Source: an optimization exercise on an open RTL-to-GDS flow (aim: small area, a short achievable clock period and few clock cycles). Production flows keep margins and buffers that such runs may drop.
Function was checked by simulation only, so behaviour that the tests miss may differ from the original.

## fpmult_rtl
module fpmult_rtl #(parameter int P=53, parameter int Q=11)(
    input  logic rst_in_N,
    input  logic clk_in,
    input  logic [P+Q-1:0] x_in,
    input  logic [P+Q-1:0] y_in,
    input  logic [1:0] round_in,
    input  logic start_in,
    output logic [P+Q-1:0] p_out,
    output logic [3:0] oor_out,
    output logic done_out
);
    localparam logic [2:0] ST_IDLE = 3'd0, ST_LEFT = 3'd1, ST_RIGHT = 3'd2, ST_FINAL = 3'd3, ST_SETTLE = 3'd4;
    logic [10:0] ex, ey;
    logic [51:0] fx, fy;
    logic        ex_z, ey_z, ex_o, ey_o, fx_nz, fy_nz, xn_z, yn_z;
    assign ex = x_in[62:52];
    assign ey = y_in[62:52];
    assign fx = x_in[51:0];
    assign fy = y_in[51:0];
    assign ex_z = ~|ex;
    assign ey_z = ~|ey;
    assign ex_o = &ex;
    assign ey_o = &ey;
    assign fx_nz = |fx;
    assign fy_nz = |fy;
    assign xn_z = ex_z & ~fx_nz;
    assign yn_z = ey_z & ~fy_nz;
    logic [52:0] sig_a, sig_b;
    assign sig_a = {~ex_z & ~ex_o, fx};
    assign sig_b = {~ey_z & ~ey_o, fy};
    logic [11:0] ein_c;
    always_comb begin
        if (ex_o | ey_o)
            ein_c = 12'h7ff;
        else if (xn_z | yn_z)
            ein_c = 12'h000;
        else
  ...
clock: 11.0 ns
lec_check: 0
abc_area: 1
cap_margin: 20
core_margin: 2
core_utilization: 40
place_density: 0.6
setup_slack_margin: 4
slew_margin: 20
standard.sh (not shown) runs the stock make flow with config.mk's settings and CLKGATE_MAP_FILE= SYNTH_SCRIPT=/design/flow/synth_recipe.tcl, a recipe that flattens the netlist after the stock synthesis.
==> flow/flow/run.sh <==
#!/bin/bash
# The standard layout (the standard.sh, unchanged synthesis and steps), with
# one difference: the buffers that placement puts on every input and output
# port are sky130_fd_sc_hd__buf_4 instead of the cell the resizer picks by
# itself (a delay cell, clkdlybuf4s50_1).
set -euo pipefail
export BUFFER_PORTS_ARGS="-buffer_cell sky130_fd_sc_hd__buf_4"
bash standard.sh > standard_flow.log 2>&1
Testbench counts at the start, summed over its fixed seeds: cycles 960.
Rerun with:
Settings changed: TNS_END_PERCENT set to 20.
Effect: Routed wire length goes down by about 0.3%; synthesized cell count stays the same; utilization goes down by 0.16 points; final area goes down by 0.34%.
Rerun with:
Settings changed: CAP_MARGIN 20 to 10, CORE_UTILIZATION 40 to 55, PLACE_DENSITY 0.6 to 0.7, SLEW_MARGIN 20 to 10, TNS_END_PERCENT 20 to unset.
Now the flow finished but failed the layout checks on max-capacitance violations, max-slew violations.
Via count increases by a few percent.
Routed wire length decreases by a few percent.
Core utilization increases by 16 points.
Setup slack improved by 0.0045 ns.
Non-clock buffer count increases by 29.
Fmax hardly moves.
Final area decreases slightly.
First-iteration DRC count increases by about a fifth.
Rerun with:
Settings changed: CAP_MARGIN 10 to 20, SETUP_SLACK_MARGIN 4 to 4.2, SLEW_MARGIN 10 to 20.
The changed run passed the timing, DRC and antenna checks.
Routed wire length increases by a few percent.
Count of clock-buffer cells in the layout went up by 14.

========
## job 101
fpmult_rtl, a different RTL version from the one above (not shown whole).
Size in the first run: about 12,000 cells after synthesis, roughly 270 flip-flops, about 200 I/O pins, ~88,000 um2 of cells after synthesis.
// fpmult_rtl
module fpmult_rtl #(parameter int P=53, parameter int Q=11)(
    input  logic rst_in_N,
    input  logic clk_in,
    input  logic [P+Q-1:0] x_in,
    input  logic [P+Q-1:0] y_in,
    input  logic [1:0] round_in,
    input  logic start_in,
    output logic [P+Q-1:0] p_out,
    output logic [3:0] oor_out,
    output logic done_out
);
clock: 11.0 ns
lec_check: 0
abc_area: 1
cap_margin: 20
core_margin: 2
core_utilization: 40
place_density: 0.6
setup_slack_margin: 3
slew_margin: 20
run.sh (not shown) runs the stock make flow with config.mk's settings and CLKGATE_MAP_FILE= SYNTH_SCRIPT=/design/flow/synth_recipe.tcl, a recipe that flattens the netlist after the stock synthesis.
Stock flow here: none of the scripts above is used.
Testbench counts of job 101, summed over its fixed seeds: cycles 960.
Modified inputs, job 102 compared to job 101
-- flow/config.mk --
<<< job 101, line 8
export ABC_AREA = 1
>>> job 102, line 8
<<< job 101, line 15
>>> job 102, line 14
export SYNTH_HIERARCHICAL = 1
export SYNTH_MINIMUM_KEEP_SIZE = 0
--- outcome ---
On worst slew margin relative to its limit, job 101 loses to job 102. Row maximum fanout count along the critical path: job 102 lower / job 101 higher. Sort job 102 and job 101 by ratio of final minimum period to clock period, ascending, and job 101 comes first.

========
Another version of the RTL of fpmult_rtl (not shown whole).
Size: ~11000 cells after synthesis, about 270 flip-flops, about 200 I/O pins, ~86000 um2 of cells after synthesis.
clock: 11.0 ns
lec_check: 0
abc_area: 1
cap_margin: 20
core_margin: 2
core_utilization: 40
place_density: 0.6
setup_slack_margin: 3
slew_margin: 20
Testbench counts at the start, summed over its fixed seeds: cycles 960.
Next try:
==> flow/flow/run.sh (new file) <==
#!/bin/bash
# The standard layout (the standard.sh, unchanged synthesis and steps), with
# one difference: the buffers that placement puts on every input and output
# port are sky130_fd_sc_hd__buf_4 instead of the cell the resizer picks by
# itself (a delay cell, clkdlybuf4s50_1).
set -euo pipefail
export BUFFER_PORTS_ARGS="-buffer_cell sky130_fd_sc_hd__buf_4"
bash standard.sh > standard_flow.log 2>&1
==> flow/standard.sh (new file) <==
#!/bin/bash
# synth_recipe.tcl (not shown) runs the flow's synth.tcl, then flattens the netlist and writes it again
# the make line also repeats each setting of config.mk as NAME=value (left out here)
make -C /OpenROAD-flow-scripts/flow DESIGN_CONFIG=/design/flow/config.mk WORK_HOME=/design/flow/orfs CLKGATE_MAP_FILE= SYNTH_SCRIPT=/design/flow/synth_recipe.tcl "${@:-finish}"
removed: flow/run.sh
Hold slack loses 0.012 ns.
Sequential cell count is unchanged.
Non-clock buffer count shrinks by 110.
Cell area shrinks by a few percent.
Critical path depth is unchanged.
Setup slack loses 0.045 ns.
Clock-buffer cell count grows by 1.
Register-to-register slack loses 0.10 ns.
Sequential share of layout area grows by 0.12 points.
Routed wire length stays flat.

==> port drivers added, routing unchanged <==
The flow's constraints put no driver on any port. The routed layouts listed below were extracted and timed again, unchanged, in two steps. Step 1 assumes that a clkbuf_16 drives the clock port and a buf_2 every other input. Step 2 adds t to the input delays and takes it off the output delays; t is the mean of the earliest and latest rising clock arrival at the registers after step 1. Input paths then give back, and output paths get back, about the clock's delay inside the block. a / b / c = ideal / step 1 / step 2; a / b = the first two.
| run | t, ns | setup WS [ns] | worst setup path after step 2 | worst register clock-pin slew, ns | pins driven straight from the clock port |
|---|---|---|---|---|---|
| the first run of note 1 | 0.691 | 3.868 / 3.838 / 3.147 | input to register | 0.08 / 0.08 | 1 |
| the second run of note 1 | 0.713 | 3.842 / 3.852 / 3.139 | input to register | 0.07 / 0.07 | 1 |
| the third run of note 1 | 0.692 | 3.846 / 3.879 / 3.187 | input to register | 0.08 / 0.08 | 1 |
| the fourth run of note 1 | 0.735 | 4.017 / 4.011 / 3.336 | input to register | 0.07 / 0.07 | 1 |
| job 101 | 0.682 | 2.923 / 2.987 / 2.305 | input to register | 0.08 / 0.08 | 1 |
| job 102 | 0.704 | 1.980 / 1.906 / 2.301 | input to register | 0.07 / 0.07 | 1 |
| the first run of note 3 | 0.740 | 2.966 / 2.977 / 2.237 | input to register | 0.08 / 0.08 | 1 |
| the second run of note 3 | 0.749 | 2.921 / 2.832 / 2.083 | input to register | 0.07 / 0.07 | 1 |
The setup slack of the second run of note 3, which loses most, moves by -0.089 ns with the drivers and by -0.838 ns with both steps.
